Context: an optimization exercise on an open-source flow, tuned for small area, a short achievable clock period and few clock cycles. The choices shown serve that exercise and are no tape-out recipe. Function was checked by simulation only, so behaviour that the tests miss may differ from the original. Power and IR drop assume default switching activity.

==> flow/design.v (excerpt) <==
module HW2_divider(Clk, Rst, St, Divisor, Dividend, Quotient, Remainder, Overflow, Done);
clock: 6.0 ns
lec_check: 0
abc_clock_period_in_ps: 2000
cap_margin: 20
core_margin: 2
core_utilization: 55
setup_slack_margin: 3.0
slew_margin: 20
standard.sh (not shown) runs the stock make flow with config.mk's settings and CLKGATE_MAP_FILE= SYNTH_SCRIPT=/design/flow/synth_recipe.tcl, a recipe that flattens the netlist after the stock synthesis.
==> flow/flow/run.sh <==
#!/bin/bash
# The standard layout, with each port buffered by a small buffer instead of
# the delay cell that buffer_ports picks by default.
set -euo pipefail
bash standard.sh "BUFFER_PORTS_ARGS=-buffer_cell sky130_fd_sc_hd__buf_2" finish > standard.log 2>&1
Testbench counts at the start, summed over its fixed seeds: cycles 83,106.
Change:
==> flow/flow/run.sh (replaced) <==
#!/bin/bash
# The standard layout, with each port buffered by a small buffer instead of
# the delay cell that buffer_ports picks by default.
set -euo pipefail
bash standard.sh "BUFFER_PORTS_ARGS=-buffer_cell sky130_fd_sc_hd__buf_1" finish > standard.log 2>&1
- ABC_AREA: not set -> 1
- CAP_MARGIN: 20 -> 0
- CORE_UTILIZATION: 55 -> 40
- SETUP_SLACK_MARGIN: 3.0 -> 3.3
- SLEW_MARGIN: 20 -> 0
Result:
- power drops by roughly a tenth
- sequential cell count does not change
- non-clock buffer count is lower by 22
- worst setup slack improved by 0.51 ns
- fmax increases by about a fifth
- global-route usage came out lower by 7.2 points
- final area decreases by roughly a tenth
- worst hold slack gets worse by 0.069 ns
Change:
==> flow/flow/run.sh (replaced) <==
#!/bin/bash
# The standard layout, with each port buffered by a small buffer instead of
# the delay cell that buffer_ports picks by default, and synthesis leaves
# adders to abc instead of mapping them to fa/ha cells.
set -euo pipefail
bash standard.sh "BUFFER_PORTS_ARGS=-buffer_cell sky130_fd_sc_hd__buf_1" "ADDER_MAP_FILE=" finish > standard.log 2>&1
- CAP_MARGIN: 0 -> 20
- SLEW_MARGIN: 0 -> 20
=> The changed run completed without violations; power falls by 0.78%; core utilization stays flat; worst hold slack improved by 0.055 ns; wire length is higher by 9.2%; non-clock buffer count went up by 1; critical path depth came out lower by 11; worst setup slack gets worse by 0.0088 ns; flip-flop and latch count does not change; register-to-register slack improves by 0.08 ns.
Change:
==> flow/flow/run.sh (replaced) <==
#!/bin/bash
# The standard layout, with each port buffered by a small buffer instead of
# the delay cell that buffer_ports picks by default.
set -euo pipefail
bash standard.sh "BUFFER_PORTS_ARGS=-buffer_cell sky130_fd_sc_hd__buf_1" finish > standard.log 2>&1
- SETUP_SLACK_MARGIN: 3.3 -> 3.2
Routed wire length goes down by 8.4%.
Global-route usage goes down by 0.68 points.
Via count goes down by 10%.
Power stays flat.
Utilization goes down by 0.45 points.

== onyx ==
HW2_divider, a different RTL version from the one above (not shown whole).
For scale: about 1000 cells after synthesis, about 53 flip-flops, about 69 I/O pins, about 5800 µm² of cells after synthesis.
Settings: LEC_CHECK=0, ABC_AREA=1, ABC_CLOCK_PERIOD_IN_PS=2000, CAP_MARGIN=20, CORE_MARGIN=2, CORE_UTILIZATION=40, SETUP_SLACK_MARGIN=2.6, SLEW_MARGIN=20; clock period 6.0 ns.
==> flow/flow/run.sh <==
#!/bin/bash
# The standard layout, with each port buffered by a small buffer instead of
# the delay cell that buffer_ports picks by default, and synthesis leaves
# adders to abc instead of mapping them to fa/ha cells.
set -euo pipefail
bash standard.sh "BUFFER_PORTS_ARGS=-buffer_cell sky130_fd_sc_hd__buf_1" "ADDER_MAP_FILE=" finish > standard.log 2>&1
Testbench counts of onyx, summed over its fixed seeds: cycles 47,499.
### onyx -> tundra
Settings: swapping 2.6 for 2 in SETUP_SLACK_MARGIN; clearing ABC_AREA, which used to be 1; swapping 2000 for 1500 in ABC_CLOCK_PERIOD_IN_PS.
==> flow/flow/run.sh <==
#!/bin/bash
# The standard layout, with each port buffered by a small buffer instead of
# the delay cell that buffer_ports picks by default.
set -euo pipefail
bash standard.sh "BUFFER_PORTS_ARGS=-buffer_cell sky130_fd_sc_hd__buf_2" finish > standard.log 2>&1
## What came out
- Cmp tundra vs onyx: buffer share of cell area higher in tundra
- tundra packs its core more tightly than onyx.
- [compare] base=onyx new=tundra: fraction of power consumed by the clock network decreased by 0.9 points relative to the old numbers, clock network latency to the later pin of the worst-skew pair level, fmax now smaller.
- tundra has less setup slack than onyx.
diff inputs: tundra => zinc
Settings: changing SETUP_SLACK_MARGIN from 2 to 3.3; changing ABC_CLOCK_PERIOD_IN_PS from 1500 to 2000; setting ABC_AREA to 1 for the first time.
==> flow/flow/run.sh <==
#!/bin/bash
# The standard layout, with each port buffered by a small buffer instead of
# the delay cell that buffer_ports picks by default, and synthesis leaves
# adders to abc instead of mapping them to fa/ha cells.
set -euo pipefail
bash standard.sh "BUFFER_PORTS_ARGS=-buffer_cell sky130_fd_sc_hd__buf_1" "ADDER_MAP_FILE=" finish > standard.log 2>&1
[summary]
Between tundra and zinc, the flow reports mapped cell area increasing by more than 10%. Going from tundra to zinc, delay of the slowest critical-path stage lost 40 ps; non-clock buffer area fraction after layout picked up an extra 2.1 points. For final standard cell count with taps included and fillers excluded, dividing the value from tundra by the value from zinc gives 0.61. zinc vs tundra — transition time at the pin with the least slew margin dropped 59 ps. Net count of the finished layout of zinc exceeds that of tundra by more than half. Diff tundra -> zinc | instance count of the mapped netlist | up by more than half. Share of power burned in the clock network (higher): tundra. Relative to tundra, the setup slack of zinc is higher by 1260 ps.

HW2_divider with an RTL version that a note above also has.
For scale: roughly 470 cells after synthesis, roughly 54 flip-flops, roughly 69 I/O pins, roughly 3500 sq um of cells after synthesis.
clock: 6.0 ns
lec_check: 0
abc_area: 1
abc_clock_period_in_ps: 2000
cap_margin: 20
core_margin: 2
core_utilization: 40
setup_slack_margin: 3.4
slew_margin: 20
==> flow/flow/run.sh <==
#!/bin/bash
# The standard layout, with each port buffered by a small buffer instead of
# the delay cell that buffer_ports picks by default.
set -euo pipefail
bash standard.sh "BUFFER_PORTS_ARGS=-buffer_cell sky130_fd_sc_hd__buf_1" finish > standard.log 2>&1
Testbench counts at the start, summed over its fixed seeds: cycles 83,106.
Change:
==> flow/flow/run.sh (replaced) <==
#!/bin/bash
# The standard layout, with each port buffered by a small buffer instead of
# the delay cell that buffer_ports picks by default, and synthesis leaves
# adders to abc instead of mapping them to fa/ha cells.
set -euo pipefail
bash standard.sh "BUFFER_PORTS_ARGS=-buffer_cell sky130_fd_sc_hd__buf_1" "ADDER_MAP_FILE=" finish > standard.log 2>&1
- SETUP_SLACK_MARGIN: 3.4 -> 3.0
Result: The changed run went through all stages and came out clean. Final area went down by 3.7%. Worst hold slack gets better by 0.046 ns. Setup slack gets worse by 0.20 ns. Die area went up by 1.6%. Cell count went up by 8.1%. Combinational power went down by 7.8%. Core utilization went down by 2.2 points. Flip-flop and latch count does not change. Area after synthesis went up by 1.7%.
Change:
==> flow/flow/run.sh (replaced) <==
#!/bin/bash
# The standard layout, with each port buffered by a small buffer instead of
# the delay cell that buffer_ports picks by default.
set -euo pipefail
bash standard.sh "BUFFER_PORTS_ARGS=-buffer_cell sky130_fd_sc_hd__buf_2" finish > standard.log 2>&1
- ABC_AREA: 1 -> default
The changed run passed the timing, DRC and antenna checks.
Total power goes up by 8.6%.
Routed wire length goes up by 6.6%.
Synthesized cell count goes down by 29%.
Design area goes up by 8.8%.
Maximum frequency goes down by 10%.
Flip-flop and latch count stays the same.
Final cell count goes down by 20%.
Hold slack improves by 0.018 ns.
Utilization goes up by 4.3 points.
Area after synthesis goes down by 0.88%.
Change:
==> flow/flow/run.sh (replaced) <==
#!/bin/bash
# The standard layout, with each port buffered by a small buffer instead of
# the delay cell that buffer_ports picks by default.
set -euo pipefail
bash standard.sh "BUFFER_PORTS_ARGS=-buffer_cell sky130_fd_sc_hd__buf_1" finish > standard.log 2>&1
- ABC_AREA: default -> 1
- CORE_UTILIZATION: 40 -> 30
- SETUP_SLACK_MARGIN: 3.0 -> 3.5
What happened: The new run went through all stages and came out clean; wire length stays flat; clock skew barely changes; first-iteration DRC count falls by about 20%; sequential power rises by about 0.8%; utilization falls by 9.6 points; area after synthesis falls by about 0.8%; non-clock buffer count rises by 2; design area rises by about 7%; total power rises by 5.8%; clock power rises by about 33%; clock-buffer cell count stays the same.
Change:
==> flow/flow/run.sh (replaced) <==
#!/bin/bash
# The standard layout, with each port buffered by a small buffer instead of
# the delay cell that buffer_ports picks by default.
set -euo pipefail
bash standard.sh "BUFFER_PORTS_ARGS=-buffer_cell sky130_fd_sc_hd__buf_2" finish > standard.log 2>&1
- ABC_AREA: 1 -> default
- CORE_UTILIZATION: 30 -> 40
Result: Fmax fell by roughly a tenth; wire length rose by roughly a tenth; global-route usage rose by 7.0 points.
Change:
==> flow/flow/run.sh (replaced) <==
#!/bin/bash
# The standard layout, with each port buffered by a small buffer instead of
# the delay cell that buffer_ports picks by default.
set -euo pipefail
bash standard.sh "BUFFER_PORTS_ARGS=-buffer_cell sky130_fd_sc_hd__buf_1" finish > standard.log 2>&1
- ABC_AREA: default -> 1
- CORE_UTILIZATION: 40 -> 55
After rerunning: The changed run completed without violations; worst hold slack loses 0.037 ns; setup slack gains 0.46 ns; fmax is higher by 18%; synthesized cell count climbs by 24%; final cell count rose by 5.7%.

== run A ==
HW2_divider with an RTL version that a note above also has.
For scale: ~560 cells after synthesis, about 53 flip-flops.
// HW2_divider
module HW2_divider(Clk, Rst, St, Divisor, Dividend, Quotient, Remainder, Overflow, Done);
Settings: LEC_CHECK=0, ABC_CLOCK_PERIOD_IN_PS=2000, CAP_MARGIN=20, CORE_MARGIN=2, CORE_UTILIZATION=60, SETUP_SLACK_MARGIN=3, SLEW_MARGIN=20; clock period 6.0 ns.
==> flow/flow/run.sh <==
#!/bin/bash
# The standard layout, with each port buffered by a small buffer instead of
# the delay cell that buffer_ports picks by default.
set -euo pipefail
bash standard.sh "BUFFER_PORTS_ARGS=-buffer_cell sky130_fd_sc_hd__buf_2" finish > standard.log 2>&1
Run A: no failed stages, no open violations at the end
Testbench counts of run A, summed over its fixed seeds: cycles 47,499.
### run A -> run B
# run A
export LEC_CHECK = 0
export ABC_CLOCK_PERIOD_IN_PS = 2000
export CAP_MARGIN = 20
export CORE_MARGIN = 2
export CORE_UTILIZATION = 60
export SETUP_SLACK_MARGIN = 3
export SLEW_MARGIN = 20
create_clock -name core_clock -period 6.0 [get_ports {Clk}]
# run B
export LEC_CHECK = 0
export ABC_AREA = 1
export ABC_CLOCK_PERIOD_IN_PS = 2000
export CAP_MARGIN = 20
export CORE_MARGIN = 2
export CORE_UTILIZATION = 40
export SETUP_SLACK_MARGIN = 3.0
export SLEW_MARGIN = 20
create_clock -name core_clock -period 6.0 [get_ports {Clk}]
-- flow/flow/run.sh --
<<< run A, line 5
bash standard.sh "BUFFER_PORTS_ARGS=-buffer_cell sky130_fd_sc_hd__buf_2" finish > standard.log 2>&1
>>> run B, line 5
bash standard.sh "BUFFER_PORTS_ARGS=-buffer_cell sky130_fd_sc_hd__buf_1" finish > standard.log 2>&1
Findings:
Summary of run B over run A: share of the clock period used by the worst path after layout dropped 8.2 points, mean post-synth cell area dropped 2.4 sq um, mux contribution to synthesized area dropped 2.6 points.
## Diff of input files: run C against run B
# run B
export LEC_CHECK = 0
export ABC_AREA = 1
export ABC_CLOCK_PERIOD_IN_PS = 2000
export CAP_MARGIN = 20
export CORE_MARGIN = 2
export CORE_UTILIZATION = 40
export SETUP_SLACK_MARGIN = 3.0
export SLEW_MARGIN = 20
create_clock -name core_clock -period 6.0 [get_ports {Clk}]
# run C
export LEC_CHECK = 0
export ABC_CLOCK_PERIOD_IN_PS = 2000
export CAP_MARGIN = 20
export CORE_MARGIN = 2
export CORE_UTILIZATION = 40
export SETUP_SLACK_MARGIN = 2
export SLEW_MARGIN = 20
create_clock -name core_clock -period 6.0 [get_ports {Clk}]
-- flow/flow/run.sh --
<<< run B, line 5
bash standard.sh "BUFFER_PORTS_ARGS=-buffer_cell sky130_fd_sc_hd__buf_1" finish > standard.log 2>&1
>>> run C, line 5
bash standard.sh "BUFFER_PORTS_ARGS=-buffer_cell sky130_fd_sc_hd__buf_2" finish > standard.log 2>&1
## What came out
All of run B and run C finish clean. Delta(final instance area, run C - run B) < 0. Run C ends up with a sequential share of layout area that is 3.4 points higher than in run B. In run C, the switching component of the power came out 38% below the value in run B. Run comparison: run C master of the slowest instance on the critical path sky130_fd_sc_hd__a2111oi_2; run B master of the slowest instance on the critical path sky130_fd_sc_hd__fa_1. Count of maximum capacitance violations came out exactly the same in run B and run C. Sort run B and run C by core utilization desc -> top: run B.

-- separate check: timing with driven ports --
In the flow no input, the clock included, has a driving cell. The finished layouts below were timed again as built, in two steps.
Step 1 (the two cells are an assumption about what drives the block):
set clk [get_ports {Clk}]
set_driving_cell -lib_cell sky130_fd_sc_hd__clkbuf_16 $clk
set_driving_cell -lib_cell sky130_fd_sc_hd__buf_2 [delete_from_list [all_inputs] $clk]
Step 2, shift: input delay + t, output delay - t, t = (earliest + latest rising clock arrival at the registers) / 2. This alone moves slack from input paths to output paths.
Three values: no drivers, after step 1, after step 2; two values: the first two.
| run | t, ns | slack for setup (ns) | worst data-port slew with drivers (ns) |
|---|---|---|---|
| the first run of note 1 | 0.347 | 2.973 / 2.966 / 2.620 | 0.05 |
| the second run of note 1 | 0.340 | 3.481 / 3.489 / 3.149 | 0.04 |
| the third run of note 1 | 0.339 | 3.472 / 3.441 / 3.146 | 0.04 |
| the fourth run of note 1 | 0.340 | 3.418 / 3.427 / 3.087 | 0.04 |
| onyx | 0.339 | 2.987 / 2.995 / 2.656 | 0.03 |
| tundra | 0.342 | 2.149 / 2.149 / 2.149 | 0.03 |
| zinc | 0.344 | 3.409 / 3.409 / 3.136 | 0.03 |
| the first run of note 3 | 0.340 | 3.539 / 3.539 / 3.200 | 0.04 |
| the second run of note 3 | 0.340 | 3.340 / 3.309 / 3.071 | 0.04 |
| the third run of note 3 | 0.340 | 3.043 / 3.031 / 2.692 | 0.05 |
| the fourth run of note 3 | 0.326 | 3.428 / 3.435 / 3.109 | 0.04 |
| the fifth run of note 3 | 0.348 | 3.039 / 3.030 / 2.682 | 0.05 |
| the sixth run of note 3 | 0.339 | 3.496 / 3.498 / 3.159 | 0.04 |
| run A | 0.351 | 2.650 / 2.650 / 2.650 | 0.04 |
| run B | 0.353 | 3.143 / 3.143 / 2.983 | 0.04 |
| run C | 0.342 | 2.149 / 2.149 / 2.149 | 0.03 |
After both steps setup and hold are still met in every run listed. The setup slack of the fifth run of note 3, which loses most, moves by -0.009 ns with the drivers and by -0.357 ns with both steps.
